What follows belongs to an exercise in optimizing a design on an open flow for small area; a production flow would make more cautious choices.
The RTL was checked by simulation tests, not by an equivalence proof against the original design.
Power and IR drop assume default switching activity.

==> flow/design.v <==
`timescale 1ns / 1ps
module rpi(
	input clk_100mhz,
	input reset,
	input RSTN,
	input [15:0] SW,
	input [3:0] BTN_IN,
	input ps2_clk,
	input ps2_data,
	output [3:0] BTN_OUT,
	output LEDCLK,
	output LEDDT,
	output LEDEN,
	output SEGCLK,
	output SEGDT,
	output SEGEN,
	input SegLedClk,
	output [4:0] SegLedData
 );
	wire clk = clk_100mhz;
	function img;
		input [31:0] d;
		input tex;
		input fl;
		input [5:0] k;
		reg [3:0] h;
		reg [6:0] lit;
		reg [4:0] m;
		reg [4:0] src;
		begin
			h = d[{k[5:3], 2'b00} +: 4];
			case (h)
				4'h0: lit = 7'b0111111;
				4'h1: lit = 7'b0000110;
				4'h2: lit = 7'b1011011;
				4'h3: lit = 7'b1001111;
				4'h4: lit = 7'b1100110;
				4'h5: lit = 7'b1101101;
				4'h6: lit = 7'b1111101;
				4'h7: lit = 7'b0000111;
				4'h8: lit = 7'b1111111;
				4'h9: lit = 7'b1101111;
				4'ha: lit = 7'b1110111;
				4'hb: lit = 7'b1111100;
				4'hc: lit = 7'b0111001;
				4'hd: lit = 7'b1011110;
				4'he: lit = 7'b1111001;
				default: lit = 7'b1110001;
			endcase
			m = k[4:0];
			case (m[2:0])
				3'd0: src = {3'b000, m[4:3]};
				3'd1: src = 5'd4  + {m[4:3], 1'b0};
				3'd2: src = 5'd16 + {m[4:3], 1'b0};
				3'd3: src = 5'd25 + {m[4:3], 1'b0};
				3'd4: src = 5'd17 + {m[4:3], 1'b0};
				3'd5: src = 5'd5  + {m[4:3], 1'b0};
				3'd6: src = 5'd12 + {3'b000, m[4:3]};
				default: src = 5'd24 + {m[4:3], 1'b0};
			endcase
			if (tex) begin
				if (k[2:0] == 3'd7) img = d[{2'b01, k[5:3]}];
				else img = lit[k[2:0]] & ~(fl & (k[5:3] == 3'd2));
			end else
				img = ~d[src];
		end
	endfunction
	reg        RSTN_temp;
	reg [15:0] sw_temp;
	reg [10:0] dcnt;       
	reg [15:0] SW_OK;
	reg        rst_db;
	wire chg  = (RSTN_temp != RSTN) || (sw_temp != SW);
	wire d_ok = dcnt >= 11'd200;
	always @(posedge clk) begin
		if (reset) begin
			RSTN_temp <= 1'b1; sw_temp <= 16'd0; dcnt <= 11'd0;
			SW_OK <= 16'd0; rst_db <= 1'b0;
		end else begin
			RSTN_temp <= RSTN;
			sw_temp <= SW;
			if (chg) dcnt <= 11'd0;
			else if (!d_ok) dcnt <= dcnt + 11'd1;
			else begin
				SW_OK <= SW;
				if (!RSTN && dcnt < 11'd1200) dcnt <= dcnt + 11'd1;
				else rst_db <= ~RSTN;
			end
		end
	end
	wire sub_rst = reset | rst_db;
	reg [15:0] cc;
	always @(posedge clk)
		if (sub_rst) cc <= 16'hFFFF;
		else         cc <= cc + 16'd1;
	wire flash_now = cc[15] ^ (&cc[14:0]);           
	localparam [2:0] S_R5 = 3'd4, S_END = 3'd5, S_IDLE = 3'd7;
	reg [2:0] clk1;
	always @(posedge clk)
		if (reset) clk1 <= 3'd0;
		else       clk1 <= clk1 + 3'd1;
	wire tick = clk1 == 3'd3;
	wire [3:0] Keyy = ~BTN_IN;
	reg  [3:0] btn_temp;
	reg        scan, deb;      
	reg  [7:0] kcnt;           
	reg  [2:0] krow;           
	reg  [4:0] Key_out;
	wire [1:0] num = (Keyy == 4'b0010) ? 2'd1 :
	                 (Keyy == 4'b0100) ? 2'd2 :
	                 (Keyy == 4'b1000) ? 2'd3 : 2'd0;
	always @(posedge clk) begin
		if (reset) begin
			btn_temp <= 4'd0; scan <= 1'b0; deb <= 1'b0; kcnt <= 8'd0;
			krow <= S_IDLE; Key_out <= 5'd0;
		end else if (tick) begin
			btn_temp <= Keyy;
			if ((btn_temp != Keyy) && !scan) begin
				kcnt <= 8'd0; deb <= 1'b0; scan <= 1'b1;
			end else if (!deb) begin
				if (kcnt == 8'd199) begin deb <= 1'b1; kcnt <= 8'd0; end
				else kcnt <= kcnt + 8'd1;
			end else if (scan) begin
				if (krow == S_END) begin
					krow <= S_IDLE; scan <= 1'b0;
				end else if (kcnt < 8'd25)
					kcnt <= kcnt + 8'd1;
				else begin
					kcnt <= 8'd0;
					if (krow == S_IDLE || ~|Keyy) krow <= krow + 3'd1;
					else begin
						Key_out <= {krow, num};
						scan <= 1'b0;
						krow <= S_IDLE;
					end
				end
			end
		end
	end
	assign BTN_OUT[0] = (krow != S_IDLE) && (krow != 3'd0);
	assign BTN_OUT[1] = (krow != S_IDLE) && (krow != 3'd1);
	assign BTN_OUT[2] = (krow != S_IDLE) && (krow != 3'd2);
	assign BTN_OUT[3] = (krow != S_IDLE) && (krow != 3'd3);
	wire prst = reset | SW_OK[0];
	reg ps2_clk_flag0, ps2_clk_flag1, ps2_clk_flag2, neg_sh;
	reg [3:0] pnum;
	reg [7:0] temp_data;
	reg [9:0] ps2_code;
	reg data_expand, data_break;
	wire neg = !ps2_clk_flag1 & ps2_clk_flag2;
	always @(posedge clk) begin
		if (prst) begin
			ps2_clk_flag0 <= 1'b0; ps2_clk_flag1 <= 1'b0; ps2_clk_flag2 <= 1'b0;
			neg_sh <= 1'b0; pnum <= 4'd0; ps2_code <= 10'd0;
			data_expand <= 1'b0; data_break <= 1'b0;
		end else begin
			ps2_clk_flag0 <= ps2_clk;
			ps2_clk_flag1 <= ps2_clk_flag0;
			ps2_clk_flag2 <= ps2_clk_flag1;
			neg_sh <= neg;
			if (pnum == 4'd11) pnum <= 4'd0;
			else if (neg) pnum <= pnum + 4'd1;
			if (pnum == 4'd11) begin
				if (temp_data == 8'hE0) data_expand <= 1'b1;
				else if (temp_data == 8'hF0) data_break <= 1'b1;
				else begin
					ps2_code <= {data_expand, data_break, temp_data};
					data_expand <= 1'b0;
					data_break <= 1'b0;
				end
			end
		end
	end
	always @(posedge clk)
		if (neg_sh && pnum >= 4'd2 && pnum <= 4'd9)
			temp_data <= {ps2_data, temp_data[7:1]};
	reg [29:0] data;
	always @(posedge clk)
		if (reset) data <= 30'd0;
		else if (Key_out != 5'd0) data <= {Key_out[3:0], ps2_code, SW_OK};
	wire [31:0] data32 = {data[29:26], 2'b00, data[25:0]};
	wire seg_win = cc[10:7] == 4'b1000;
	wire seg_ld  = seg_win & (&cc[6:0]);
	reg  [29:0] sdata;
	reg         stex, svalid;
	always @(posedge clk) begin
		if (seg_ld) begin sdata <= data; stex <= SW_OK[15]; end
		if (sub_rst) svalid <= 1'b0;
		else if (seg_ld) svalid <= 1'b1;
	end
	wire [5:0] sk = seg_win ? cc[6:1] : 6'd0;
	wire sflash = cc[15] ^ (cc[14:11] == 4'd0);
	assign SEGDT  = svalid & img({sdata[29:26], 2'b00, sdata[25:0]}, stex, sflash, sk);
	assign SEGCLK = seg_win & cc[0];
	assign SEGEN  = ~(seg_win & (|cc[6:0]) & ~(&cc[6:0]));
	wire led_win = cc[10:5] == 6'b100000;
	wire led_ld  = led_win & (cc[4:0] == 5'd30);
	reg [15:0] ldata;
	reg        llast;
	always @(posedge clk) begin
		if (sub_rst) ldata <= 16'd0;
		else if (led_ld) ldata <= data[15:0];
		llast <= ldata[15];
	end
	wire [3:0] lk = led_win ? cc[4:1] : 4'd0;
	assign LEDDT  = (led_win & (&cc[4:0])) ? llast : ldata[lk];
	assign LEDCLK = led_win & cc[0];
	assign LEDEN  = ~(led_win & (|cc[4:0]) & ~(&cc[4:0]));
	reg  [1:0] clk_reg;
	reg  [9:0] rcnt;           
	wire redge = clk_reg == 2'b01;
	wire busy  = ~(&rcnt[9:5] & rcnt[3] & rcnt[0]);
	wire busy_next = ~reset & (redge | (busy & (rcnt != 10'd1000)));
	always @(posedge clk) begin
		if (reset) begin
			clk_reg <= 2'b00;
			rcnt <= 10'd1001;
		end else begin
			clk_reg <= {clk_reg[0], SegLedClk};
			if (redge) rcnt <= 10'd0;
			else if (busy) rcnt <= rcnt + 10'd1;
		end
	end
	reg [15:0] rled;
	reg        rled_ones;
	always @(posedge clk)
		if (!busy_next) begin rled <= data[15:0]; rled_ones <= sub_rst; end
	reg [29:0] rdata;
	reg        rtex, rflash;
	reg [4:0]  ri;
	reg [4:0]  dataR;
	wire [3:0] rk = ~ri[3:0];
	wire [4:0] rout = ri[4] ? 5'd0 : {
		img({rdata[29:26], 2'b00, rdata[25:0]}, rtex, rflash, {rk, 2'd3}),
		img({rdata[29:26], 2'b00, rdata[25:0]}, rtex, rflash, {rk, 2'd2}),
		img({rdata[29:26], 2'b00, rdata[25:0]}, rtex, rflash, {rk, 2'd1}),
		img({rdata[29:26], 2'b00, rdata[25:0]}, rtex, rflash, {rk, 2'd0}),
		rled_ones | rled[rk]};
	always @(posedge clk) begin
		if (reset) dataR <= 5'd0;
		else if (redge & busy) dataR <= rout;
		if (redge) begin
			if (!busy) begin
				rdata <= data; rtex <= SW_OK[15]; rflash <= flash_now;
				ri <= 5'd0;
			end else if (!ri[4])
				ri <= ri + 5'd1;
		end
	end
	assign SegLedData = dataR;
endmodule
==> flow/run.sh <==
#!/bin/bash
# synth_recipe.tcl (not shown) runs the flow's synth.tcl, then flattens the netlist and writes it again
# the make line also repeats each setting of config.mk as NAME=value (left out here)
make -C /OpenROAD-flow-scripts/flow DESIGN_CONFIG=/design/flow/config.mk WORK_HOME=/design/flow/orfs CLKGATE_MAP_FILE= SYNTH_SCRIPT=/design/flow/synth_recipe.tcl finish
==> flow/config.mk <==
export PLATFORM = sky130hd
export DESIGN_NAME = rpi
export DESIGN_NICKNAME = rpi
export VERILOG_FILES = /design/flow/design.v
export SDC_FILE = /design/flow/constraint.sdc
export NUM_CORES = 4
export LEC_CHECK = 0
export CAP_MARGIN = 20
export CORE_MARGIN = 2
export CORE_UTILIZATION = 40
export SLEW_MARGIN = 20
==> flow/constraint.sdc <==
create_clock -name core_clock -period 10.0 [get_ports {clk_100mhz}]
set_input_delay 2.0000 -clock core_clock [delete_from_list [all_inputs] [get_ports {clk_100mhz}]]
set_output_delay 2.0000 -clock core_clock [all_outputs]
set_load 0.01 [all_outputs]
==> results.tsv, run 1 <==
metric	value	unit
share of synthesized flip-flops with an asynchronous set or reset	0	
final hold violation count	0	
first-pass GRT wire length	43.9	mm
clock latency reported for the late side of the worst-skew pair	0.53	ns
# IOs	41	
total instance count after detailed placement	1566	
number of synthesized flops with an enable pin	93	
peak fanout along the critical path	26	
detailed-route vias per instance	5.33	
core outline area	30400	µm²
area growth from synthesis to layout	12.5	%
post-synthesis net count	1244	
Register Area	6220	µm²
number of warnings printed during yosys synthesis	1	
clock-pin transition on the worst setup and hold timing paths	0.06	ns
Min Clock Period, post-route	6.43	ns
violation count after the first detailed-route iteration	541	
critical path type	reg -> out	
status	finished clean	
multi-input logic area	5650	µm²
unrepaired setup endpoints after global routing	no	
sum of overflow across all layers after global routing	0	
final estimated routing congestion in global placement	0.874	
count of buffers from port buffering	40	
number of buffers added by the clock tree synthesis step	29	
CTS tree	built	
Final Setup Violations	0	
Slew @ Worst Pin	1.06	ns
Synth Instances	1184	
sinks on the clock net	264	
count of filler cells inserted in the layout	2876	
count of vias placed by the detailed router	8631	
post_cts resized	0	
effective utilization at floorplan	0.405	
count of cell types in the netlist	73	
required time at the worst-slack endpoint	8.00	ns
final-stage net count	1261	
registers with the highest flip-flop counts	data (30), rdata (30), sdata (30)	
per-cell routed wire length	16.5	µm
All-Layer GR Usage	0.164	
pin count of the biggest net entering global routing	70	
DIE WIDTH	179	µm
CP startpoint kind	flop	
achievable frequency	0.156	GHz
overall die area	32200	µm²
Hold-fix buffers, CTS	0	
hold crit path type	reg -> reg	
Avg Inst Size Synth	10.4	µm²
Finished Layout Cells	1619	
Post-Syn Area	12300	µm²
buffer count from post-CTS setup fixing	0	
Pwr per Cell Area	176	nW/µm²
Clock H-tree levels	1	
antenna violations before repair	0	
standby leakage power	5.14	nW
Max-slew headroom	0.297	
final period utilization	0.643	
Row Count	64	
fraction of post-synthesis cell area in the top cell type by area	0.278	
total chip power	0.00244	W
leading cell types by total area after synthesis	sky130_fd_sc_hd__dfxtp_1 (28%), sky130_fd_sc_hd__edfxtp_1 (23%), sky130_fd_sc_hd__mux2i_1 (5.1%), sky130_fd_sc_hd__mux4_2 (4.9%), sky130_fd_sc_hd__nand2_1 (4.8%)	
HPWL after detailed placement	18.7	mm
Peak supply drop	0.122	mV
FF+latch count, synth	264	
library cell used as clock root buffer	sky130_fd_sc_hd__clkbuf_16	
CP Capture Type	primary output	
diodes inserted	0	
setup skew after layout	0.0132	ns
Setup TNS Final	0	ns
leading register cell type out of synthesis	sky130_fd_sc_hd__dfxtp_1	
count of antenna-violating nets left after detailed routing	0	
Die H	179	µm
sequential-to-total area share from yosys stat	0.505	
MaxCap Viol Count	0	
clock buffer depth	3	
number of global-route vias before repair	8257	
Data arrival, critical path	4.43	ns
area leader, netlist	sky130_fd_sc_hd__dfxtp_1	
final number of max-transition violations	0	
DRT Wirelength	26.8	mm
post-detailed-route DRC marker count	0	
Initial DRT Pass Iterations	5	
layout cells sized above 1	0.0891	
-- through the flow --
step | setup slack, ns | hold slack, ns | utilization | cell area [µm²]
floorplan | 4.95 | 0.351 | - | 12300
global placement | 4.29 | 0.366 | 0.426 | 13000
detailed placement | 4.16 | 0.368 | 0.426 | 13000
CTS | 3.58 | 0.377 | 0.455 | 13900
global route | 3.31 | 0.395 | 0.455 | 13900
finish | 3.57 | 0.372 | 0.455 | 13900
-- critical path, stage by stage (launching register included) --
cell and delay [ns]:
sky130_fd_sc_hd__dfxtp_1 0.38, sky130_fd_sc_hd__nor4b_4 0.29, sky130_fd_sc_hd__buf_4 0.33, sky130_fd_sc_hd__nand3_1 0.12, sky130_fd_sc_hd__a22o_1 0.19, sky130_fd_sc_hd__a311oi_1 0.69
sky130_fd_sc_hd__inv_1 0.19, sky130_fd_sc_hd__ha_1 0.27, sky130_fd_sc_hd__nand2_1 0.07, sky130_fd_sc_hd__o211a_1 0.16, sky130_fd_sc_hd__a2111oi_0 0.06, sky130_fd_sc_hd__a2111oi_0 0.47
sky130_fd_sc_hd__o32ai_1 0.18, sky130_fd_sc_hd__clkdlybuf4s50_1 0.51
-- Yosys cell counts, types with 8 or more instances --
cell / number
sky130_fd_sc_hd__nand3_1: 24
sky130_fd_sc_hd__o21ai_0: 17
sky130_fd_sc_hd__dfxtp_1: 171
sky130_fd_sc_hd__nand4_1: 15
sky130_fd_sc_hd__a21o_1: 10
sky130_fd_sc_hd__mux2i_1: 63
sky130_fd_sc_hd__clkbuf_1: 44
sky130_fd_sc_hd__mux4_2: 27
sky130_fd_sc_hd__mux2_2: 8
sky130_fd_sc_hd__edfxtp_1: 93
sky130_fd_sc_hd__nor2_1: 109
sky130_fd_sc_hd__nor4_1: 10
sky130_fd_sc_hd__xnor2_1: 18
sky130_fd_sc_hd__inv_1: 30
sky130_fd_sc_hd__nor2b_1: 22
sky130_fd_sc_hd__xor2_1: 43
sky130_fd_sc_hd__nor3_1: 20
sky130_fd_sc_hd__nand2_1: 156
sky130_fd_sc_hd__ha_1: 34
sky130_fd_sc_hd__a21oi_1: 89
sky130_fd_sc_hd__and2_1: 10
sky130_fd_sc_hd__a211oi_1: 20
sky130_fd_sc_hd__nand2b_1: 14
-- cell type report --
cell class              count  area share
repair buffers             51      0.0347
well taps                 396      0.0358
flip-flops and latches    264       0.449
clock inverters            11     0.00587
clock buffers              42      0.0581
multi-input cells         822       0.408
inverters                  33     0.00894
-- where the power goes --
group	switching [W]	internal, W	total (W)
Clock	0.000401	0.000581	0.000982
Combinational	0.000138	0.000113	0.000251
Sequential	0.0000551	0.00115	0.00120
Total	0.000594	0.00184	0.00244
-- metal layers --
layer | global-route usage | wire length (µm) | part of all wire | up-vias
met5 | 0 | 0 | 0 | -
met4 | 0.0377 | 444 | 0.017 | 0
met3 | 0.0265 | 1060 | 0.040 | 34
met2 | 0.264 | 12500 | 0.47 | 171
met1 | 0.232 | 12800 | 0.48 | 4156
li1 | - | - | - | 4270
-- kinds of logic after synthesis --
logic type | count (synthesis) | share of synthesized area
fa+ha+maj | 34 | 0.0345
mux | 98 | 0.108
compound gates | 207 | 0.110
buf+inv | 98 | 0.0376
simple gates | 422 | 0.162
xor+xnor | 61 | 0.0434
flops | 264 | 0.505
-- cells in the final DEF, fill, tap and decap left out, types with 8 or more instances in the layout --
master,instances
sky130_fd_sc_hd__dfxtp_1,171
sky130_fd_sc_hd__nand2_1,156
sky130_fd_sc_hd__nor2_1,107
sky130_fd_sc_hd__edfxtp_1,93
sky130_fd_sc_hd__a21oi_1,89
sky130_fd_sc_hd__mux2i_1,63
sky130_fd_sc_hd__xor2_1,43
sky130_fd_sc_hd__clkdlybuf4s50_1,39
sky130_fd_sc_hd__ha_1,34
sky130_fd_sc_hd__inv_1,30
sky130_fd_sc_hd__clkbuf_16,29
sky130_fd_sc_hd__mux4_2,27
sky130_fd_sc_hd__nand3_1,24
sky130_fd_sc_hd__nor2b_1,22
sky130_fd_sc_hd__a211oi_1,20
sky130_fd_sc_hd__nor3_1,20
sky130_fd_sc_hd__xnor2_1,18
sky130_fd_sc_hd__o21ai_0,17
sky130_fd_sc_hd__nand4_1,15
sky130_fd_sc_hd__nand2b_1,14
sky130_fd_sc_hd__buf_4,12
sky130_fd_sc_hd__nor4_1,10
sky130_fd_sc_hd__and2_1,10
sky130_fd_sc_hd__a21o_1,10
sky130_fd_sc_hd__clkbuf_1,10
sky130_fd_sc_hd__mux2_2,8
-- path summary, 6_finish.rpt --
| path | slack [ns] | cells past startpoint | end | from |
|---|---|---|---|---|
| min | 0.37 | 0 | llast | ldata[15] |
| max reg2reg | 6.83 | 9 | dataR[4] | ri[2] |
| max | 3.57 | 13 | SEGDT | cc[8] |
| min reg2reg | 0.37 | 0 | llast | ldata[15] |
==> run 2: changes to the inputs <==
==> flow/flow/run.sh (new file) <==
#!/bin/bash
# Own layout flow: the standard synthesis, then its combinational logic
# re-mapped for area with ABC (the registers are left exactly as synthesised),
# then the standard layout steps with small port buffers and a clock tree
# without dummy loads. Each tool's output goes to a log file in this folder.
set -euo pipefail
W=$(pwd)
R=$W/orfs/results/$FLOW_PLATFORM/rpi/base
LIB=$FLOW_HOME/platforms/$FLOW_PLATFORM/lib/sky130_fd_sc_hd__tt_025C_1v80.lib
YOSYS=$(command -v yosys || true)
[ -n "$YOSYS" ] || YOSYS=$FLOW_HOME/../tools/install/yosys/bin/yosys

bash standard.sh synth > "$W/log_1_standard_synth.log" 2>&1

cp "$R/1_2_yosys.v" "$W/standard_synth.v"
sed -e "s#@LIB@#$LIB#g" -e "s#@IN@#$W/standard_synth.v#g" -e "s#@OUT@#$R/1_2_yosys.v#g" \
    "$W/flow/remap.ys" > "$W/remap.ys"
"$YOSYS" -q -l "$W/log_2_remap.log" "$W/remap.ys" > /dev/null 2>&1
sed -e "s#@LIB@#$LIB#g" -e "s#@OUT@#$R/1_2_yosys.v#g" "$W/flow/check.ys" > "$W/check.ys"
"$YOSYS" -q -l "$W/log_2_check.log" "$W/check.ys" > /dev/null 2>&1
# the registers must be exactly those of the standard synthesis
flops() { grep -oE 'sky130_fd_sc_hd__[a-z]*df[a-z0-9_]* +[^ ]+' "$1" | sort; }
if ! diff <(flops "$W/standard_synth.v") <(flops "$R/1_2_yosys.v") > "$W/log_2_flops.log"; then
    echo "register set changed" >&2; exit 1
fi

bash standard.sh \
    "CTS_ARGS=-sink_clustering_enable -repair_clock_nets -dont_use_dummy_load" \
    "BUFFER_PORTS_ARGS=-buffer_cell sky130_fd_sc_hd__buf_1" \
    finish > "$W/log_3_layout.log" 2>&1
==> flow/flow/check.ys (new file) <==
# Sanity check of the re-mapped netlist: every net driven, no loops.
read_liberty -lib @LIB@
read_verilog @OUT@
hierarchy -check -top rpi
check -assert
stat -liberty @LIB@
==> flow/flow/remap.ys (new file) <==
# Re-map the combinational logic of the standard synthesis netlist for area.
# Sequential and special cells stay black boxes, so every register keeps its
# name and cell type.
read_liberty -ignore_miss_func @LIB@
blackbox sky130_fd_sc_hd__*df* sky130_fd_sc_hd__*dl* sky130_fd_sc_hd__conb_1 sky130_fd_sc_hd__*tap* sky130_fd_sc_hd__decap* sky130_fd_sc_hd__*lpflow* sky130_fd_sc_hd__*probe* sky130_fd_sc_hd__diode* sky130_fd_sc_hd__macro*
read_verilog @IN@
hierarchy -check -top rpi
flatten
opt_clean
abc -script +strash;dch,-f;amap;strash;dch,-f;amap;strash;dch,-f;amap;topo -liberty @LIB@ -dont_use *lpflow* -dont_use *probe* -dont_use *clk* -dont_use *dly* -dont_use *bleeder*
opt_clean -purge
setundef -zero
splitnets
opt_clean -purge
stat -liberty @LIB@
write_verilog -noattr -noexpr -nohex -nodec @OUT@
==> flow/standard.sh (new file) <==
#!/bin/bash
# synth_recipe.tcl (not shown) runs the flow's synth.tcl, then flattens the netlist and writes it again
# the make line also repeats each setting of config.mk as NAME=value (left out here)
make -C /OpenROAD-flow-scripts/flow DESIGN_CONFIG=/design/flow/config.mk WORK_HOME=/design/flow/orfs CLKGATE_MAP_FILE= SYNTH_SCRIPT=/design/flow/synth_recipe.tcl "${@:-finish}"
--- a/flow/config.mk
+++ b/flow/config.mk
@@ -9,3 +9,3 @@
 export CORE_MARGIN = 2
-export CORE_UTILIZATION = 40
+export CORE_UTILIZATION = 70
 export SLEW_MARGIN = 20
removed: flow/run.sh
==> results.tsv, run 2 <==
metric	value	unit	change
status	finished clean		
Min-Delay Startpoint	ldata[15]		
Data arrival, critical path	4.90	ns	+0.47 ns
antenna violations before repair	0		unchanged
DRT met1 WL	11.2	mm	-13%
Clock H-tree levels	1		unchanged
layout cells sized above 1	0.0294		-0.0597
achievable frequency	0.145	GHz	-6.8%
Cell Area, Placed	11200	µm²	-14%
Hold WS	0.387	ns	+0.0146 ns
post-route design area	11900	µm²	-14%
hold crit path type	reg -> reg		
# IOs	41		unchanged
final number of max-transition violations	0		unchanged
violation count after the first detailed-route iteration	1244		+130%
library cell used as clock root buffer	sky130_fd_sc_hd__clkbuf_16		
buffer count from post-CTS setup fixing	0		unchanged
clock-pin transition on the worst setup and hold timing paths	0.06	ns	about the same
standby leakage power	4.45	nW	-14%
overall die area	16400	µm²	-49%
Avg Inst Size Synth	9.36	µm²	-10%
final-stage net count	1251		-0.79%
most used cells in the layout excluding fill and tap cells	sky130_fd_sc_hd__nor2_1 (261), sky130_fd_sc_hd__dfxtp_1 (171), sky130_fd_sc_hd__inv_1 (112)		
DIE WIDTH	128	µm	-29%
critical path type	reg -> out		
number of buffers added by the clock tree synthesis step	27		-6.9%
sinks on the clock net	264		unchanged
area growth from synthesis to layout	10.3	%	
pin count of the biggest net entering global routing	65		-7.1%
path depth of the worst reg2reg path	9		unchanged
DR WL met2	12.6	mm	+1.5%
per-cell routed wire length	19.4	µm	+18%
worst flop-to-flop path startpoint	cc[8]		
CP Capture Type	primary output		
detailed-route vias per instance	6.73		+26%
number of warnings printed during yosys synthesis	1		unchanged
Row Count	45		-30%
clock buffer depth	3		unchanged
clock latency reported for the late side of the worst-skew pair	0.53	ns	about the same
total chip power	0.00216	W	-11%
setup skew after layout	0.0346	ns	+0.0214 ns
registers with the highest flip-flop counts	data (30), rdata (30), sdata (30)		
HPWL after detailed placement	18.2	mm	-2.7%
Synth Instances	1151		-2.8%
final hold violation count	0		unchanged
post-detailed-route DRC marker count	0		unchanged
Peak supply drop	0.158	mV	+30%
hold endpoint	llast		
Max-slew headroom	0.267		-0.0299
worst hold path depth	0		unchanged
post-synthesis net count	1177		-5.4%
All-Layer GR Usage	0.336		+0.172
Initial DRT Pass Iterations	5		unchanged
final estimated routing congestion in global placement	0.967		+11%
count of antenna-violating nets left after detailed routing	0		unchanged
capture instance of the worst register-to-register path	ldata[12]		
first-pass GRT wire length	43.9	mm	about the same
Setup TNS Final	0	ns	unchanged
Pwr per Cell Area	182	nW/µm²	+3.2%
FF-to-FF setup slack	5.93	ns	-0.90 ns
effective utilization at floorplan	0.711		+0.307
peak fanout along the critical path	14		-46%
required time at the worst-slack endpoint	8.00	ns	about the same
CP startpoint kind	flop		
final period utilization	0.690		+0.0466
Post-Syn Area	10800	µm²	-13%
Min Clock Period, post-route	6.90	ns	+0.466 ns
MaxCap Viol Count	0		unchanged
amount of wire on met3 after detailed routing	2.48	mm	+130%
count of buffers from port buffering	40		unchanged
Die H	128	µm	-29%
CTS tree	built		
max layer used	met4		
most common library cell in the layout ignoring fill and taps	sky130_fd_sc_hd__nor2_1		
core outline area	15100	µm²	-50%
unrepaired setup endpoints after global routing	no		
diodes inserted	0		unchanged
Hold-fix buffers, CTS	0		unchanged
number of global-route vias before repair	8632		+4.5%
sum of overflow across all layers after global routing	0		unchanged
Final Setup Violations	0		unchanged
post_cts resized	0		unchanged
count of vias placed by the detailed router	9490		+10%
DRT Wirelength	27.4	mm	+2.4%
Slew @ Worst Pin	1.09	ns	+0.0306 ns
[run 2: final cells by class]
cell class | count | area (µm²)
flip-flops and latches | 264 | 6220
repair buffers | 45 | 189
fillers | 990 | 3260
inverters | 112 | 420
multi-input cells | 775 | 4150
well taps | 188 | 235
clock buffers | 27 | 676
[run 2: critical path, stage by stage, from the launching register on]
cell,delay (ns)
sky130_fd_sc_hd__dfxtp_1,0.32
sky130_fd_sc_hd__nor4_1,0.83
sky130_fd_sc_hd__inv_1,0.47
sky130_fd_sc_hd__a311oi_1,0.94
sky130_fd_sc_hd__inv_1,0.46
sky130_fd_sc_hd__a221oi_1,0.46
sky130_fd_sc_hd__nor3_1,0.09
sky130_fd_sc_hd__nor3_1,0.17
sky130_fd_sc_hd__a221oi_1,0.13
sky130_fd_sc_hd__o31ai_1,0.34
sky130_fd_sc_hd__buf_1,0.19
[run 2: worst max path at each step]
| stage | from | endpoint | slack [ns] | cells after the start |
|---|---|---|---|---|
| detailed placement | cc[8] | SEGDT | 3.94 | 9 |
| global placement | cc[8] | SEGDT | 4.02 | 9 |
| global route | cc[10] | SEGDT | 2.80 | 11 |
| floorplan | cc[8] | SEGDT | 4.91 | 8 |
| finish | cc[8] | SEGDT | 3.10 | 10 |
| CTS | cc[8] | SEGDT | 3.32 | 10 |
[run 2: metrics by stage]
stage	instances	setup slack, ns	utilization
6_report	1411	3.10	0.785
5_1_grt	1411	2.80	0.785
4_1_cts	1411	3.32	0.784
3_5_place_dp	1384	3.94	0.740
3_3_place_gp	1384	4.02	0.740
2_1_floorplan	1151	4.91	-
[run 2: where the power goes]
group | leakage, nW | internal (W) | switching (W)
registers | 2.27 | 0.00114 | 0.0000278
logic | 1.84 | 0.0000484 | 0.000104
clock network | 0.333 | 0.000470 | 0.000365
total | 4.45 | 0.00166 | 0.000497
[run 2: routing by layer]
layer / track usage / vias to the layer above
met5: 0 / -
met3: 0.0572 / 98
li1: - / 4383
met2: 0.534 / 545
met1: 0.466 / 4464
met4: 0.133 / 0
==> run 3: changes to the inputs <==
--- a/flow/flow/run.sh
+++ b/flow/flow/run.sh
@@ -15,5 +15,21 @@
 cp "$R/1_2_yosys.v" "$W/standard_synth.v"
-sed -e "s#@LIB@#$LIB#g" -e "s#@IN@#$W/standard_synth.v#g" -e "s#@OUT@#$R/1_2_yosys.v#g" \
-    "$W/flow/remap.ys" > "$W/remap.ys"
-"$YOSYS" -q -l "$W/log_2_remap.log" "$W/remap.ys" > /dev/null 2>&1
+# a few ABC area scripts, run side by side; the smallest result is kept
+R2="balance;rewrite;refactor;balance;rewrite;rewrite,-z;balance;refactor,-z;rewrite,-z;balance"
+AM3="strash;dch,-f;amap;strash;dch,-f;amap;strash;dch,-f;amap"
+SCRIPTS=("$AM3;topo" "strash;dc2;$R2;$AM3;topo" "strash;$R2;dch,-f;amap,-F,3;topo")
+for i in 0 1 2; do
+    sed -e "s#@LIB@#$LIB#g" -e "s#@IN@#$W/standard_synth.v#g" -e "s#@OUT@#$W/remap_$i.v#g" \
+        -e "s#@SCRIPT@#${SCRIPTS[$i]}#g" "$W/flow/remap.ys" > "$W/remap_$i.ys"
+    "$YOSYS" -q -l "$W/log_2_remap_$i.log" "$W/remap_$i.ys" > /dev/null 2>&1 &
+done
+wait
+best=; best_area=
+for i in 0 1 2; do
+    a=$(grep 'Chip area' "$W/log_2_remap_$i.log" | tail -1 | awk '{print $NF}')
+    [ -n "$a" ] || continue
+    if [ -z "$best" ] || awk -v a="$a" -v b="$best_area" 'BEGIN{exit !(a<b)}'; then best=$i; best_area=$a; fi
+done
+[ -n "$best" ] || { echo "no remapped netlist" >&2; exit 1; }
+echo "kept remap_$best.v, area $best_area" > "$W/log_2_remap_choice.log"
+cp "$W/remap_$best.v" "$R/1_2_yosys.v"
 sed -e "s#@LIB@#$LIB#g" -e "s#@OUT@#$R/1_2_yosys.v#g" "$W/flow/check.ys" > "$W/check.ys"
@@ -27,3 +43,3 @@
 bash standard.sh \
-    "CTS_ARGS=-sink_clustering_enable -repair_clock_nets -dont_use_dummy_load" \
+    "CTS_ARGS=-sink_clustering_enable -repair_clock_nets -dont_use_dummy_load -buf_list sky130_fd_sc_hd__clkbuf_4 -sink_clustering_size 8 -sink_clustering_max_diameter 40" \
     "BUFFER_PORTS_ARGS=-buffer_cell sky130_fd_sc_hd__buf_1" \
--- a/flow/flow/remap.ys
+++ b/flow/flow/remap.ys
@@ -9,3 +9,3 @@
 opt_clean
-abc -script +strash;dch,-f;amap;strash;dch,-f;amap;strash;dch,-f;amap;topo -liberty @LIB@ -dont_use *lpflow* -dont_use *probe* -dont_use *clk* -dont_use *dly* -dont_use *bleeder*
+abc -script +@SCRIPT@ -liberty @LIB@ -dont_use *lpflow* -dont_use *probe* -dont_use *clk* -dont_use *dly* -dont_use *bleeder*
 opt_clean -purge
==> results.tsv, run 3 <==
metric	value	unit	change
antenna violations before repair	0		unchanged
peak fanout along the critical path	14		unchanged
Setup TNS Final	0	ns	unchanged
core outline area	15100	µm²	unchanged
area growth from synthesis to layout	6.82	%	
buffer count from post-CTS setup fixing	0		unchanged
capture instance of the worst register-to-register path	ldata[13]		
post_cts resized	0		unchanged
worst flop-to-flop path startpoint	cc[9]		
Row Count	45		unchanged
# IOs	41		unchanged
Clock H-tree levels	2		+1
total instance count after detailed placement	1384		unchanged
detailed-route vias per instance	6.51		-3.2%
count of buffers from port buffering	40		unchanged
diodes inserted	0		unchanged
final hold violation count	0		unchanged
standby leakage power	4.30	nW	-3.3%
DRT Wirelength	25.9	mm	-5.7%
sinks on the clock net	264		unchanged
Final Setup Violations	0		unchanged
effective utilization at floorplan	0.711		unchanged
status	finished clean		
Peak supply drop	0.123	mV	-22%
number of global-route vias before repair	8393		-2.8%
FF-to-FF setup slack	6.06	ns	+0.13 ns
MaxCap Viol Count	0		unchanged
per-cell routed wire length	18.2	µm	-6.5%
setup skew after layout	0.0801	ns	+0.0455 ns
achievable frequency	0.146	GHz	+0.88%
worst hold path depth	1		+1
clock buffer depth	3		unchanged
registers with the highest flip-flop counts	data (30), rdata (30), sdata (30)		
clock latency reported for the late side of the worst-skew pair	0.66	ns	+0.13 ns
post-synthesis net count	1177		unchanged
number of warnings printed during yosys synthesis	1		unchanged
final number of max-transition violations	0		unchanged
Slew @ Worst Pin	1.07	ns	-0.0151 ns
critical path type	reg -> out		
final estimated routing congestion in global placement	0.967		unchanged
All-Layer GR Usage	0.320		-0.0161
Data arrival, critical path	4.84	ns	-0.06 ns
sum of overflow across all layers after global routing	0		unchanged
count of antenna-violating nets left after detailed routing	0		unchanged
Initial DRT Pass Iterations	6		+1
unrepaired setup endpoints after global routing	no		
crit path from	cc[9]		
Avg Inst Size Synth	9.36	µm²	unchanged
HPWL after detailed placement	18.2	mm	unchanged
clock-pin transition on the worst setup and hold timing paths	0.08	ns	+0.02 ns
largest stage delay on the critical path	0.89	ns	-0.05 ns
CP startpoint kind	flop		
count of vias placed by the detailed router	9274		-2.3%
CTS tree	built		
path depth of the worst reg2reg path	9		unchanged
total chip power	0.00183	W	-15%
Die H	128	µm	unchanged
DIE WIDTH	128	µm	unchanged
required time at the worst-slack endpoint	8.00	ns	about the same
hold crit path type	reg -> reg		
end point of the critical path	SEGDT		
library cell used as clock root buffer	sky130_fd_sc_hd__clkbuf_4		
Hold-fix buffers, CTS	0		unchanged
Min Clock Period, post-route	6.84	ns	-0.0601 ns
layout cells sized above 1	0.0396		+0.0102
Max-slew headroom	0.277		+0.0102
library cell contributing the largest single delay on the critical path	sky130_fd_sc_hd__a311oi_1		
most used cells in the layout excluding fill and tap cells	sky130_fd_sc_hd__nor2_1 (261), sky130_fd_sc_hd__dfxtp_1 (171), sky130_fd_sc_hd__inv_1 (112)		
cells along the critical path	nor4_1 > inv_1 > a311oi_1 > inv_1 > a221o_1 > a221oi_1 > a221oi_1 > o31ai_1 > buf_1		
Synth Instances	1151		unchanged
overall die area	16400	µm²	unchanged
final-stage net count	1264		+1.0%
number of buffers added by the clock tree synthesis step	40		+48%
violation count after the first detailed-route iteration	1093		-12%
Pwr per Cell Area	159	nW/µm²	-12%
final period utilization	0.684		-0.00601
most common library cell in the layout ignoring fill and taps	sky130_fd_sc_hd__nor2_1		
Post-Syn Area	10800	µm²	unchanged
pin count of the biggest net entering global routing	65		unchanged
CP Capture Type	primary output		
post-detailed-route DRC marker count	0		unchanged
first-pass GRT wire length	41.6	mm	-5.1%
Finished Layout Cells	1424		+0.92%
## run 3: worst min path at each step
stage                     startpoint  slack [ns]  endpoint
final                          cc[0]        0.41     cc[0]
after floorplan            ldata[15]        0.35     llast
after CTS                      cc[0]        0.41     cc[0]
after detailed placement   ldata[15]        0.37     llast
after global placement     ldata[15]        0.37     llast
after global routing           cc[0]        0.44     cc[0]
## run 3: area by class of cell
cell class,count,area [µm²]
fill,1078,3640
tap,188,235
timing repair buffer,45,189
sequential,264,6220
multi-input combinational,775,4150
clock buffer,40,300
inverter,112,420
## run 3: metal layers
metal	share of wire	wire (µm)	track usage
met5	0	0	0
met1	0.42	11000	0.452
met3	0.091	2360	0.0739
met2	0.45	11600	0.482
met4	0.036	930	0.133
## run 3: worst max-delay path: cells and delay by family, from the launching register on
family | cells | cell delay [ns]
AOI/OAI and AO/OA | 5 | 2.05
and+or+nand+nor | 1 | 0.79
DFF | 1 | 0.33
buffers and inverters | 3 | 1.07
## run 3: power by group
part / total, W / switching, W / internal [W]
clock network: 0.000514 / 0.000329 / 0.000184
logic: 0.000151 / 0.000103 / 0.0000484
registers: 0.00117 / 0.0000273 / 0.00114
## run 3: stage by stage
stage           util  cell area (µm²)  setup slack, ns  hold WS (ns)
2_1_floorplan      -            10800             4.91         0.352
3_3_place_gp   0.740            11200             4.02         0.368
3_5_place_dp   0.740            11200             3.94         0.372
4_1_cts        0.760            11500             3.30         0.409
5_1_grt        0.760            11500             2.78         0.437
6_report       0.760            11500             3.16         0.406
==> run 4: changes to the inputs <==
--- a/flow/design.v
+++ b/flow/design.v
@@ -20,59 +20,50 @@
 	wire clk = clk_100mhz;
-	function img;
+	function [6:0] hexseg;
+		input [3:0] h;
+		case (h)
+			4'h0: hexseg = 7'b0111111;
+			4'h1: hexseg = 7'b0000110;
+			4'h2: hexseg = 7'b1011011;
+			4'h3: hexseg = 7'b1001111;
+			4'h4: hexseg = 7'b1100110;
+			4'h5: hexseg = 7'b1101101;
+			4'h6: hexseg = 7'b1111101;
+			4'h7: hexseg = 7'b0000111;
+			4'h8: hexseg = 7'b1111111;
+			4'h9: hexseg = 7'b1101111;
+			4'ha: hexseg = 7'b1110111;
+			4'hb: hexseg = 7'b1111100;
+			4'hc: hexseg = 7'b0111001;
+			4'hd: hexseg = 7'b1011110;
+			4'he: hexseg = 7'b1111001;
+			default: hexseg = 7'b1110001;
+		endcase
+	endfunction
+	function [31:0] rawmap;
 		input [31:0] d;
-		input tex;
+		rawmap = {d[30], d[15], d[11], d[23], d[31], d[22], d[10], d[3],
+		          d[28], d[14], d[9],  d[21], d[29], d[20], d[8],  d[2],
+		          d[26], d[13], d[7],  d[19], d[27], d[18], d[6],  d[1],
+		          d[24], d[12], d[5],  d[17], d[25], d[16], d[4],  d[0]};
+	endfunction
+	function [7:0] digit;
+		input [31:0] d;
 		input fl;
-		input [5:0] k;
-		reg [3:0] h;
-		reg [6:0] lit;
-		reg [4:0] m;
-		reg [4:0] src;
-		begin
-			h = d[{k[5:3], 2'b00} +: 4];
-			case (h)
-				4'h0: lit = 7'b0111111;
-				4'h1: lit = 7'b0000110;
-				4'h2: lit = 7'b1011011;
-				4'h3: lit = 7'b1001111;
-				4'h4: lit = 7'b1100110;
-				4'h5: lit = 7'b1101101;
-				4'h6: lit = 7'b1111101;
-				4'h7: lit = 7'b0000111;
-				4'h8: lit = 7'b1111111;
-				4'h9: lit = 7'b1101111;
-				4'ha: lit = 7'b1110111;
-				4'hb: lit = 7'b1111100;
-				4'hc: lit = 7'b0111001;
-				4'hd: lit = 7'b1011110;
-				4'he: lit = 7'b1111001;
-				default: lit = 7'b1110001;
-			endcase
-			m = k[4:0];
-			case (m[2:0])
-				3'd0: src = {3'b000, m[4:3]};
-				3'd1: src = 5'd4  + {m[4:3], 1'b0};
-				3'd2: src = 5'd16 + {m[4:3], 1'b0};
-				3'd3: src = 5'd25 + {m[4:3], 1'b0};
-				3'd4: src = 5'd17 + {m[4:3], 1'b0};
-				3'd5: src = 5'd5  + {m[4:3], 1'b0};
-				3'd6: src = 5'd12 + {3'b000, m[4:3]};
-				default: src = 5'd24 + {m[4:3], 1'b0};
-			endcase
-			if (tex) begin
-				if (k[2:0] == 3'd7) img = d[{2'b01, k[5:3]}];
-				else img = lit[k[2:0]] & ~(fl & (k[5:3] == 3'd2));
-			end else
-				img = ~d[src];
-		end
+		input [2:0] g;
+		digit = {d[{2'b01, g}], hexseg(d[{g, 2'b00} +: 4]) & {7{~(fl & (g == 3'd2))}}};
 	endfunction
+	localparam [10:0] DL_199  = 11'd1251;    
+	localparam [10:0] DL_1199 = 11'd1103;    
 	reg        RSTN_temp;
 	reg [15:0] sw_temp;
-	reg [10:0] dcnt;       
+	reg [10:0] dl;
+	reg        d_ok, d_hold;   
 	reg [15:0] SW_OK;
 	reg        rst_db;
-	wire chg  = (RSTN_temp != RSTN) || (sw_temp != SW);
-	wire d_ok = dcnt >= 11'd200;
-	always @(posedge clk) begin
+	wire chg = (RSTN_temp != RSTN) || (sw_temp != SW);
+	always @(posedge clk) begin
+		if (reset || chg) dl <= 11'd0;
+		else dl <= {dl[9:0], ~(dl[10] ^ dl[8])};
 		if (reset) begin
-			RSTN_temp <= 1'b1; sw_temp <= 16'd0; dcnt <= 11'd0;
+			RSTN_temp <= 1'b1; sw_temp <= 16'd0; d_ok <= 1'b0; d_hold <= 1'b0;
 			SW_OK <= 16'd0; rst_db <= 1'b0;
@@ -81,8 +72,11 @@
 			sw_temp <= SW;
-			if (chg) dcnt <= 11'd0;
-			else if (!d_ok) dcnt <= dcnt + 11'd1;
-			else begin
-				SW_OK <= SW;
-				if (!RSTN && dcnt < 11'd1200) dcnt <= dcnt + 11'd1;
-				else rst_db <= ~RSTN;
+			if (chg) begin
+				d_ok <= 1'b0; d_hold <= 1'b0;
+			end else begin
+				if (dl == DL_199) d_ok <= 1'b1;
+				if (dl == DL_1199) d_hold <= 1'b1;
+				if (d_ok) begin
+					SW_OK <= SW;
+					if (RSTN || d_hold) rst_db <= ~RSTN;
+				end
 			end
@@ -192,3 +186,6 @@
 	wire sflash = cc[15] ^ (cc[14:11] == 4'd0);
-	assign SEGDT  = svalid & img({sdata[29:26], 2'b00, sdata[25:0]}, stex, sflash, sk);
+	wire [31:0] sd32 = {sdata[29:26], 2'b00, sdata[25:0]};
+	wire [7:0]  sdig = digit(sd32, sflash, sk[5:3]);
+	wire [31:0] sraw = rawmap(sd32);
+	assign SEGDT  = svalid & (stex ? sdig[sk[2:0]] : ~sraw[sk[4:0]]);
 	assign SEGCLK = seg_win & cc[0];
@@ -208,15 +205,17 @@
 	assign LEDEN  = ~(led_win & (|cc[4:0]) & ~(&cc[4:0]));
+	localparam [9:0] RL_1000 = 10'd356;      
 	reg  [1:0] clk_reg;
-	reg  [9:0] rcnt;           
+	reg  [9:0] rl;
+	reg        busy;
 	wire redge = clk_reg == 2'b01;
-	wire busy  = ~(&rcnt[9:5] & rcnt[3] & rcnt[0]);
-	wire busy_next = ~reset & (redge | (busy & (rcnt != 10'd1000)));
-	always @(posedge clk) begin
+	wire busy_next = ~reset & (redge | (busy & (rl != RL_1000)));
+	always @(posedge clk) begin
+		if (redge) rl <= 10'd0;
+		else       rl <= {rl[8:0], ~(rl[9] ^ rl[6])};
 		if (reset) begin
 			clk_reg <= 2'b00;
-			rcnt <= 10'd1001;
+			busy <= 1'b0;
 		end else begin
 			clk_reg <= {clk_reg[0], SegLedClk};
-			if (redge) rcnt <= 10'd0;
-			else if (busy) rcnt <= rcnt + 10'd1;
+			busy <= busy_next;
 		end
@@ -232,8 +231,7 @@
 	wire [3:0] rk = ~ri[3:0];
-	wire [4:0] rout = ri[4] ? 5'd0 : {
-		img({rdata[29:26], 2'b00, rdata[25:0]}, rtex, rflash, {rk, 2'd3}),
-		img({rdata[29:26], 2'b00, rdata[25:0]}, rtex, rflash, {rk, 2'd2}),
-		img({rdata[29:26], 2'b00, rdata[25:0]}, rtex, rflash, {rk, 2'd1}),
-		img({rdata[29:26], 2'b00, rdata[25:0]}, rtex, rflash, {rk, 2'd0}),
-		rled_ones | rled[rk]};
+	wire [31:0] rd32 = {rdata[29:26], 2'b00, rdata[25:0]};
+	wire [7:0]  rdig = digit(rd32, rflash, rk[3:1]);
+	wire [31:0] rraw = rawmap(rd32);
+	wire [3:0]  rnib = rtex ? (rk[0] ? rdig[7:4] : rdig[3:0]) : ~rraw[{rk[2:0], 2'b00} +: 4];
+	wire [4:0] rout = ri[4] ? 5'd0 : {rnib, rled_ones | rled[rk]};
 	always @(posedge clk) begin
==> results.tsv, run 4 <==
metric	value	unit	change
CP Buf/Inv Count	3		unchanged
power spent charging and discharging nets	0.000465	W	+1.0%
count of filler cells inserted in the layout	967		-10%
most common library cell in the layout ignoring fill and taps	sky130_fd_sc_hd__nor2_1		
total chip power	0.00185	W	+1.1%
HPWL after detailed placement	18.4	mm	+0.72%
status	finished clean		
Min Clock Period, post-route	6.27	ns	-0.569 ns
final period utilization	0.627		-0.0569
P_int	0.00139	W	+1.1%
Max-slew headroom	0.412		+0.135
multi-input logic area	3790	µm²	-8.5%
# IOs	41		unchanged
Avg Inst Size Synth	9.95	µm²	+6.3%
CTS tree	built		
Hold-fix buffers, CTS	0		unchanged
peak fanout along the critical path	16		+2
setup skew after layout	0.0957	ns	+0.0157 ns
post-detailed-route DRC marker count	0		unchanged
core outline area	14600	µm²	-3.7%
Row Count	44		-2.2%
violation count after the first detailed-route iteration	1175		+7.5%
Post-Syn Area	10500	µm²	-2.3%
hold endpoint	llast		
Synth Instances	1058		-8.1%
worst flop-to-flop path startpoint	cc[1]		
count of antenna-violating nets left after detailed routing	0		unchanged
WP depth	12		+3
DIE WIDTH	127	µm	-1.1%
path depth of the worst reg2reg path	16		+7
buffer count from post-CTS setup fixing	0		unchanged
unrepaired setup endpoints after global routing	no		
area growth from synthesis to layout	7.32	%	
cells along the critical path	inv_1 > nor2_1 > a21oi_1 > a31oi_1 > inv_1 > nand2_1 > nand2_1 > a222oi_1 > nor3_1 > nor4_1 > o41ai_1 > buf_1		
count of buffers from port buffering	40		unchanged
number of global-route vias before repair	8387		-0.071%
effective utilization at floorplan	0.722		+0.0105
capture instance of the worst register-to-register path	cc[15]		
pin count of the biggest net entering global routing	58		-11%
final-stage net count	1174		-7.1%
Final Setup Violations	0		unchanged
achievable frequency	0.160	GHz	+9.1%
first-pass GRT wire length	42.7	mm	+2.6%
number of warnings printed during yosys synthesis	1		unchanged
part of the total power dissipated in the clock network	0.277		-0.003
overall die area	16000	µm²	-2.2%
per-cell routed wire length	19.8	µm	+9.0%
Die H	127	µm	-1.1%
Slew @ Worst Pin	0.881	ns	-0.189 ns
DRT Wirelength	26.3	mm	+1.8%
fraction of power consumed by sequential logic	0.640		+0.003
net switching fraction of the power	0.251		about the same
final number of max-transition violations	0		unchanged
kind of cell adding the most delay to the critical path	compound AO/OA/AOI/OAI gates		
registers with the highest flip-flop counts	data (30), rdata (30), sdata (30)		
clock-pin transition on the worst setup and hold timing paths	0.08	ns	about the same
clock latency reported for the late side of the worst-skew pair	0.65	ns	about the same
relative contribution of combinational cells to total power	0.083		about the same
hold crit path type	reg -> reg		
standby leakage power	4.27	nW	-0.71%
CP startpoint kind	flop		
worst hold path depth	0		-1
most used cells in the layout excluding fill and tap cells	sky130_fd_sc_hd__nor2_1 (192), sky130_fd_sc_hd__dfxtp_1 (174), sky130_fd_sc_hd__inv_1 (130)		
sinks on the clock net	267		+1.1%
post-synthesis net count	1084		-7.9%
sum of overflow across all layers after global routing	0		unchanged
layout cells sized above 1	0.0480		+0.00835
largest stage delay on the critical path	0.72	ns	-0.17 ns
Pwr per Cell Area	164	nW/µm²	+3.0%
detailed-route vias per instance	6.59		+1.2%
All-Layer GR Usage	0.333		+0.0128
Peak supply drop	0.138	mV	+12%
library cell contributing the largest single delay on the critical path	sky130_fd_sc_hd__dfxtp_1		
final estimated routing congestion in global placement	1.01		+4.6%
Clock H-tree levels	2		unchanged
critical path type	reg -> out		
Initial DRT Pass Iterations	7		+1
MaxCap Viol Count	0		unchanged
Data arrival, critical path	4.27	ns	-0.57 ns
Min-Delay Startpoint	ldata[15]		
post_cts resized	0		unchanged
Setup TNS Final	0	ns	unchanged
number of buffers added by the clock tree synthesis step	40		unchanged
count of vias placed by the detailed router	8776		-5.4%
Register Area	6280	µm²	+0.97%
library cell used as clock root buffer	sky130_fd_sc_hd__clkbuf_4		
required time at the worst-slack endpoint	8.00	ns	about the same
FF-to-FF setup slack	5.88	ns	-0.18 ns
CP Capture Type	primary output		
clock buffer depth	3		unchanged
antenna violations before repair	1		+1
final hold violation count	0		unchanged
[run 4: changes by cell type in the layout (fill, tap and decap cells not counted), sizes merged, moves of 5 or more]
cell	change
a211oi	-5
o22ai	-36
nand3	-6
o221a	+21
o31ai	-6
nor2	-68
a32oi	+7
nand2	-19
nor3	-16
inv	+18
a222oi	+12
o21ai	+26
a22oi	-19
[run 4: through the flow]
step	instances	cell area (µm²)	hold slack, ns	worst slack (ns)	utilization
floorplan	1058	10500	0.351	4.85	-
global placement	1290	11000	0.388	4.61	0.753
detailed placement	1290	11000	0.384	4.56	0.753
CTS	1330	11300	0.406	3.92	0.774
global route	1331	11300	0.414	3.43	0.775
finish	1331	11300	0.402	3.73	0.775
[run 4: worst max path at each step]
stage / startpoint / end / slack, ns
2_1_floorplan: cc[8] / SEGDT / 4.85
3_3_place_gp: cc[4] / SEGDT / 4.61
3_5_place_dp: cc[4] / SEGDT / 4.56
4_1_cts: cc[4] / SEGDT / 3.92
5_1_grt: cc[4] / SEGDT / 3.43
6_report: cc[4] / SEGDT / 3.73
[run 4: per-layer routing]
metal	part of all wire	track usage	routed length (µm)
met5	0	0	0
met4	0.027	0.110	707
met3	0.097	0.0768	2550
met2	0.46	0.533	12100
met1	0.42	0.454	11000
[run 4: power groups by stage]
stage	Sequential, W	Clock, W	Combinational (W)
after floorplan	0.00120	0	0.000104
after global placement	0.00121	0	0.000146
after detailed placement	0.00121	0	0.000148
after CTS	0.00118	0.000518	0.000149
after global routing	0.00119	0.000561	0.000170
final	0.00118	0.000514	0.000153
[run 4: cell type report]
class	instances	area share
tap	184	0.0204
clock buffer	40	0.0266
sequential	267	0.555
antenna	1	0.000221
inverter	130	0.0432
timing repair buffer	48	0.0187
multi-input combinational	661	0.336
==> run 5: changes to the inputs <==
--- a/flow/flow/run.sh
+++ b/flow/flow/run.sh
@@ -18,4 +18,4 @@
 AM3="strash;dch,-f;amap;strash;dch,-f;amap;strash;dch,-f;amap"
-SCRIPTS=("$AM3;topo" "strash;dc2;$R2;$AM3;topo" "strash;$R2;dch,-f;amap,-F,3;topo")
-for i in 0 1 2; do
+SCRIPTS=("$AM3;topo" "strash;dc2;$R2;$AM3;topo" "strash;$R2;dch,-f;amap,-F,3;topo" "strash;ifraig;$R2;$AM3;topo")
+for i in 0 1 2 3; do
     sed -e "s#@LIB@#$LIB#g" -e "s#@IN@#$W/standard_synth.v#g" -e "s#@OUT@#$W/remap_$i.v#g" \
@@ -26,3 +26,3 @@
 best=; best_area=
-for i in 0 1 2; do
+for i in 0 1 2 3; do
     a=$(grep 'Chip area' "$W/log_2_remap_$i.log" | tail -1 | awk '{print $NF}')
@@ -43,3 +43,3 @@
 bash standard.sh \
-    "CTS_ARGS=-sink_clustering_enable -repair_clock_nets -dont_use_dummy_load -buf_list sky130_fd_sc_hd__clkbuf_4 -sink_clustering_size 8 -sink_clustering_max_diameter 40" \
+    "CTS_ARGS=-sink_clustering_enable -repair_clock_nets -dont_use_dummy_load -buf_list sky130_fd_sc_hd__clkbuf_4 -sink_clustering_size 10 -sink_clustering_max_diameter 50" \
     "BUFFER_PORTS_ARGS=-buffer_cell sky130_fd_sc_hd__buf_1" \
==> results.tsv, run 5 <==
metric	value	unit	change
final estimated routing congestion in global placement	1.00		-1.1%
antenna violations before repair	1		unchanged
HPWL after detailed placement	18.3	mm	-0.21%
Hold-fix buffers, CTS	0		unchanged
standby leakage power	4.14	nW	-3.1%
per-cell routed wire length	18.9	µm	-4.5%
Post-Syn Area	10500	µm²	-0.12%
most frequent cell on the critical path	sky130_fd_sc_hd__nor2_1		
detailed-route vias per instance	6.51		-1.2%
sum of overflow across all layers after global routing	0		unchanged
kind of cell adding the most delay to the critical path	simple AND/OR/NAND/NOR gates		
achievable frequency	0.152	GHz	-4.5%
DIE WIDTH	127	µm	about the same
count of antenna-violating nets left after detailed routing	0		unchanged
post-detailed-route DRC marker count	0		unchanged
part of the total power dissipated in the clock network	0.254		-0.023
registers with the highest flip-flop counts	data (30), rdata (30), sdata (30)		
Clock H-tree levels	1		-1
relative contribution of combinational cells to total power	0.081		-0.002
most used cells in the layout excluding fill and tap cells	sky130_fd_sc_hd__nor2_1 (215), sky130_fd_sc_hd__dfxtp_1 (174), sky130_fd_sc_hd__inv_1 (112)		
fraction of power consumed by sequential logic	0.665		+0.025
most common library cell in the layout ignoring fill and taps	sky130_fd_sc_hd__nor2_1		
power spent charging and discharging nets	0.000440	W	-5.4%
Layout Utilization	0.768		-0.00703
MaxCap Viol Count	0		unchanged
Synth Instances	1083		+2.4%
number of buffers added by the clock tree synthesis step	31		-23%
count of buffers from port buffering	40		unchanged
layout cells sized above 1	0.0362		-0.0118
Data arrival, critical path	4.56	ns	+0.29 ns
CTS tree	built		
status	finished clean		
clock latency reported for the late side of the worst-skew pair	0.69	ns	+0.04 ns
setup skew after layout	0.0548	ns	-0.0409 ns
DRT Wirelength	25.4	mm	-3.4%
required time at the worst-slack endpoint	8.00	ns	about the same
core outline area	14600	µm²	unchanged
Slew @ Worst Pin	0.957	ns	+0.0760 ns
Cell Area, Placed	11000	µm²	-0.27%
buffer count from post-CTS setup fixing	0		unchanged
Avg Inst Size Synth	9.71	µm²	-2.4%
final-stage net count	1189		+1.3%
sinks on the clock net	267		unchanged
CP startpoint kind	flop		
CP Capture Type	primary output		
net switching fraction of the power	0.247		-0.00400
post-synthesis net count	1109		+2.3%
Die H	127	µm	about the same
CP Buf/Inv Count	3		unchanged
violation count after the first detailed-route iteration	1093		-7.0%
number of warnings printed during yosys synthesis	1		unchanged
hold crit path type	reg -> reg		
largest stage delay on the critical path	0.69	ns	-0.03 ns
first-pass GRT wire length	40.7	mm	-4.6%
Peak supply drop	0.109	mV	-21%
final number of max-transition violations	0		unchanged
clock-pin transition on the worst setup and hold timing paths	0.10	ns	+0.02 ns
P_int	0.00134	W	-3.3%
final period utilization	0.656		+0.0292
total chip power	0.00178	W	-3.9%
area growth from synthesis to layout	6.47	%	
Max-slew headroom	0.360		-0.0520
number of global-route vias before repair	8046		-4.1%
effective utilization at floorplan	0.721		-0.000858
peak fanout along the critical path	19		+3
Initial DRT Pass Iterations	8		+1
All-Layer GR Usage	0.316		-0.0165
post_cts resized	0		unchanged
pin count of the biggest net entering global routing	44		-24%
Row Count	44		unchanged
Setup TNS Final	0	ns	unchanged
clock buffer depth	3		unchanged
cells along the critical path	inv_1 > nor2_1 > a2111oi_0 > nor2_1 > nor2_1 > o21ai_0 > inv_1 > nor2_1 > a2111oi_0 > or4_1 > nand2b_1 > nand3b_1 > o41ai_1 > buf_1		
Pwr per Cell Area	159	nW/µm²	-3.0%
Min Clock Period, post-route	6.56	ns	+0.292 ns
Final Setup Violations	0		unchanged
library cell used as clock root buffer	sky130_fd_sc_hd__clkbuf_4		
critical path type	reg -> out		
library cell contributing the largest single delay on the critical path	sky130_fd_sc_hd__o21ai_0		
overall die area	16000	µm²	-0.11%
FF-to-FF setup slack	5.88	ns	about the same
final hold violation count	0		unchanged
unrepaired setup endpoints after global routing	no		
# IOs	41		unchanged
count of vias placed by the detailed router	8767		-0.10%
post-route design area	11200	µm²	-0.91%
-- run 5: power groups by stage --
| stage | Sequential (W) | Clock, W | Combinational (W) |
|---|---|---|---|
| 2_1_floorplan | 0.00120 | 0 | 0.0000983 |
| 3_3_place_gp | 0.00121 | 0 | 0.000138 |
| 4_1_cts | 0.00118 | 0.000458 | 0.000141 |
| 6_report | 0.00118 | 0.000452 | 0.000144 |
| 3_5_place_dp | 0.00121 | 0 | 0.000140 |
| 5_1_grt | 0.00119 | 0.000499 | 0.000163 |
-- run 5: path summary, 6_finish.rpt --
kind,endpoint,cells after the start,start
setup reg to reg,rflash,16,cc[1]
setup / recovery,SEGDT,14,cc[4]
hold reg to reg,llast,0,ldata[15]
hold / removal,llast,0,ldata[15]
-- run 5: layer usage --
metal	share of wire	GRT usage
met5	0	0
met2	0.46	0.497
met3	0.096	0.0599
met4	0.030	0.109
met1	0.42	0.446
-- run 5: area by class of cell --
cell class	instances	area, µm²
antenna	1	2.50
timing repair buffer	47	204
tap	184	230
inverter	112	420
fill	987	3390
multi-input combinational	704	3830
sequential	267	6280
clock buffer	31	233
-- run 5: worst reg2reg max path, cell delays in order, from the launching register on --
cell and delay [ns]:
sky130_fd_sc_hd__dfxtp_1 0.73, sky130_fd_sc_hd__inv_1 0.46, sky130_fd_sc_hd__nor2_1 0.33, sky130_fd_sc_hd__nand2_1 0.11, sky130_fd_sc_hd__nor2_1 0.19, sky130_fd_sc_hd__nand2_1 0.11
sky130_fd_sc_hd__nor2_1 0.25, sky130_fd_sc_hd__nand2_1 0.16, sky130_fd_sc_hd__inv_1 0.13, sky130_fd_sc_hd__and3_1 0.20, sky130_fd_sc_hd__nand2_1 0.08, sky130_fd_sc_hd__inv_1 0.08
sky130_fd_sc_hd__and3_1 0.22, sky130_fd_sc_hd__and2_0 0.22, sky130_fd_sc_hd__and3_1 0.21, sky130_fd_sc_hd__nor2_1 0.05, sky130_fd_sc_hd__a21oi_1 0.35
-- run 5: metrics by stage --
step / hold WS (ns) / setup WS [ns] / instances
after global placement: 0.360 / 4.36 / 1314
after floorplan: 0.351 / 4.91 / 1083
after detailed placement: 0.367 / 4.26 / 1314
after CTS: 0.381 / 3.54 / 1345
after global routing: 0.392 / 3.03 / 1346
final: 0.382 / 3.44 / 1346
==> run 6: changes to the inputs <==
--- a/flow/design.v
+++ b/flow/design.v
@@ -90,3 +90,3 @@
 	wire flash_now = cc[15] ^ (&cc[14:0]);           
-	localparam [2:0] S_R5 = 3'd4, S_END = 3'd5, S_IDLE = 3'd7;
+	localparam [2:0] S_END = 3'd5, S_IDLE = 3'd7;
 	reg [2:0] clk1;
@@ -98,4 +98,5 @@
 	reg  [3:0] btn_temp;
-	reg        scan, deb;      
+	reg        scan;
 	reg  [7:0] kcnt;           
+	wire       deb = kcnt[7] & kcnt[6] & (|kcnt[5:3]);    
 	reg  [2:0] krow;           
@@ -107,3 +108,3 @@
 		if (reset) begin
-			btn_temp <= 4'd0; scan <= 1'b0; deb <= 1'b0; kcnt <= 8'd0;
+			btn_temp <= 4'd0; scan <= 1'b0; kcnt <= 8'd0;
 			krow <= S_IDLE; Key_out <= 5'd0;
@@ -112,13 +113,12 @@
 			if ((btn_temp != Keyy) && !scan) begin
-				kcnt <= 8'd0; deb <= 1'b0; scan <= 1'b1;
-			end else if (!deb) begin
-				if (kcnt == 8'd199) begin deb <= 1'b1; kcnt <= 8'd0; end
-				else kcnt <= kcnt + 8'd1;
-			end else if (scan) begin
+				kcnt <= 8'd0; scan <= 1'b1;
+			end else if (!deb)
+				kcnt <= kcnt + 8'd1;
+			else if (scan) begin
 				if (krow == S_END) begin
 					krow <= S_IDLE; scan <= 1'b0;
-				end else if (kcnt < 8'd25)
+				end else if (kcnt < 8'd225)
 					kcnt <= kcnt + 8'd1;
 				else begin
-					kcnt <= 8'd0;
+					kcnt <= 8'd200;
 					if (krow == S_IDLE || ~|Keyy) krow <= krow + 3'd1;
@@ -174,3 +174,2 @@
 		else if (Key_out != 5'd0) data <= {Key_out[3:0], ps2_code, SW_OK};
-	wire [31:0] data32 = {data[29:26], 2'b00, data[25:0]};
 	wire seg_win = cc[10:7] == 4'b1000;
==> results.tsv, run 6 <==
metric	value	unit	change
status	finished clean		
critical path type	reg -> out		
Data arrival, critical path	5.06	ns	+0.50 ns
DIE WIDTH	127	µm	+0.22%
largest stage delay on the critical path	0.73	ns	+0.04 ns
# IOs	41		unchanged
met3 usage	0.0523		-0.00759
violation count after the first detailed-route iteration	1147		+4.9%
sinks on the clock net	266		-0.37%
number of buffers added by the clock tree synthesis step	31		unchanged
final-stage net count	1205		+1.3%
count of buffers from port buffering	40		unchanged
clock-pin transition on the worst setup and hold timing paths	0.10	ns	about the same
final estimated routing congestion in global placement	0.981		-2.0%
Final Setup Violations	0		unchanged
unrepaired setup endpoints after global routing	no		
Pwr per Cell Area	158	nW/µm²	-0.84%
Initial DRT Pass Iterations	6		-2
area growth from synthesis to layout	6.25	%	
HPWL after detailed placement	18.1	mm	-1.4%
achievable frequency	0.142	GHz	-7.1%
Hold-fix buffers, CTS	0		unchanged
Most Used Layer, Global Route	met2		
count of vias placed by the detailed router	8809		+0.48%
Min Clock Period, post-route	7.06	ns	+0.505 ns
peak fanout along the critical path	10		-9
per-cell routed wire length	18.9	µm	about the same
capture instance of the worst register-to-register path	cc[15]		
Row Count	44		unchanged
most common library cell in the layout ignoring fill and taps	sky130_fd_sc_hd__nor2_1		
first-pass GRT wire length	41.6	mm	+2.1%
antenna violations before repair	0		-1
CTS tree	built		
standby leakage power	4.14	nW	about the same
count of antenna-violating nets left after detailed routing	0		unchanged
number of warnings printed during yosys synthesis	1		unchanged
FF-to-FF setup slack	6.37	ns	+0.49 ns
CP Capture Type	primary output		
CP startpoint kind	flop		
worst flop-to-flop path startpoint	cc[1]		
Post-Syn Area	10600	µm²	+0.45%
most frequent cell on the critical path	sky130_fd_sc_hd__nor2_1		
layout cells sized above 1	0.0340		-0.00219
registers with the highest flip-flop counts	data (30), rdata (30), sdata (30)		
diodes inserted	0		-1
Peak supply drop	0.130	mV	+20%
number of global-route vias before repair	8044		-0.025%
Setup TNS Final	0	ns	unchanged
pin count of the biggest net entering global routing	76		+73%
hold crit path type	reg -> reg		
DRT Wirelength	25.7	mm	+1.2%
final number of max-transition violations	0		unchanged
required time at the worst-slack endpoint	8.00	ns	about the same
final hold violation count	0		unchanged
buffer count from post-CTS setup fixing	0		unchanged
end point of the critical path	SEGDT		
Max-slew headroom	0.269		-0.0911
Synth Instances	1102		+1.8%
sum of overflow across all layers after global routing	0		unchanged
Clock H-tree levels	1		unchanged
post-detailed-route DRC marker count	0		unchanged
library cell used as clock root buffer	sky130_fd_sc_hd__clkbuf_4		
overall die area	16100	µm²	+0.43%
final period utilization	0.706		+0.0505
detailed-route vias per instance	6.47		-0.63%
routing usage on met2	0.520		+0.0226
MaxCap Viol Count	0		unchanged
Avg Inst Size Synth	9.59	µm²	-1.3%
path depth of the worst reg2reg path	16		unchanged
core outline area	14600	µm²	+0.38%
Die H	127	µm	+0.22%
effective utilization at floorplan	0.722		about the same
setup skew after layout	0.0831	ns	+0.0282 ns
post_cts resized	0		unchanged
crit path from	cc[8]		
post-synthesis net count	1128		+1.7%
most used cells in the layout excluding fill and tap cells	sky130_fd_sc_hd__nor2_1 (225), sky130_fd_sc_hd__dfxtp_1 (173), sky130_fd_sc_hd__inv_1 (121)		
met1 Resource Use GR	0.457		+0.0109
clock buffer depth	3		unchanged
All-Layer GR Usage	0.322		+0.00593
cells along the critical path	nor4_1 > inv_1 > nor2_1 > nand2_1 > or2_0 > a32oi_1 > nor2_1 > nor3_1 > nor2_1 > nor2_1 > a31oi_1 > a2111oi_0 > a222oi_1 > nand2_1 > nor3_1 > o2bb2ai_1 > buf_1		
Slew @ Worst Pin	1.09	ns	+0.136 ns
total chip power	0.00177	W	-0.60%
library cell contributing the largest single delay on the critical path	sky130_fd_sc_hd__nor4_1		
clock latency reported for the late side of the worst-skew pair	0.72	ns	+0.03 ns
-- run 6: worst max-delay path: cells and delay by family, from the launching register on --
kind / cells / cell delay, ns
AO/OA/AOI/OAI: 5 / 1.14
buffers and inverters: 2 / 0.51
flip-flops: 1 / 0.33
AND/OR/NAND/NOR: 10 / 2.43
-- run 6: worst min path at each step --
stage                     depth (start not counted)    end       from  slack [ns]
after floorplan                                   0  llast  ldata[15]        0.35
after global placement                            0  llast  ldata[15]        0.38
after detailed placement                          0  llast  ldata[15]        0.37
after CTS                                         0  llast  ldata[15]        0.40
after global routing                              0  llast  ldata[15]        0.40
final                                             0  llast  ldata[15]        0.40
-- run 6: final cells by class --
class	count	area, µm²
multi-input cells	715	3870
fillers	988	3420
inverters	121	454
repair buffers	44	181
flip-flops and latches	266	6260
well taps	184	230
clock buffers	31	233
-- run 6: through the flow --
step / setup WS, ns / utilization / instances / instance area (µm²) / hold WS, ns
after floorplan: 4.58 / - / 1102 / 10600 / 0.353
after global placement: 3.83 / 0.750 / 1330 / 11000 / 0.377
after detailed placement: 3.62 / 0.750 / 1330 / 11000 / 0.374
after CTS: 2.91 / 0.766 / 1361 / 11200 / 0.396
after global routing: 2.42 / 0.767 / 1361 / 11200 / 0.404
final: 2.94 / 0.767 / 1361 / 11200 / 0.402
-- run 6: power by group --
| part | internal, W | switching [W] | total [W] | leakage (nW) |
|---|---|---|---|---|
| clock | 0.000142 | 0.000317 | 0.000459 | 0.143 |
| sequential | 0.00115 | 0.0000264 | 0.00117 | 2.31 |
| combinational | 0.0000455 | 0.0000918 | 0.000137 | 1.68 |
| total | 0.00133 | 0.000435 | 0.00177 | 4.14 |
-- run 6: routing by layer --
layer | vias to the layer above | part of all wire
li1 | 4185 | -
met1 | 4090 | 0.42
met2 | 464 | 0.46
met3 | 70 | 0.088
met4 | 0 | 0.032
met5 | - | 0

Setup slack of run 6, layout unchanged: 2.936 ns with ideal ports, 2.900 ns with driving cells assumed (clock clkbuf_16, inputs buf_2), 3.616 ns with port delays also shifted by the 0.716 ns mid clock arrival.
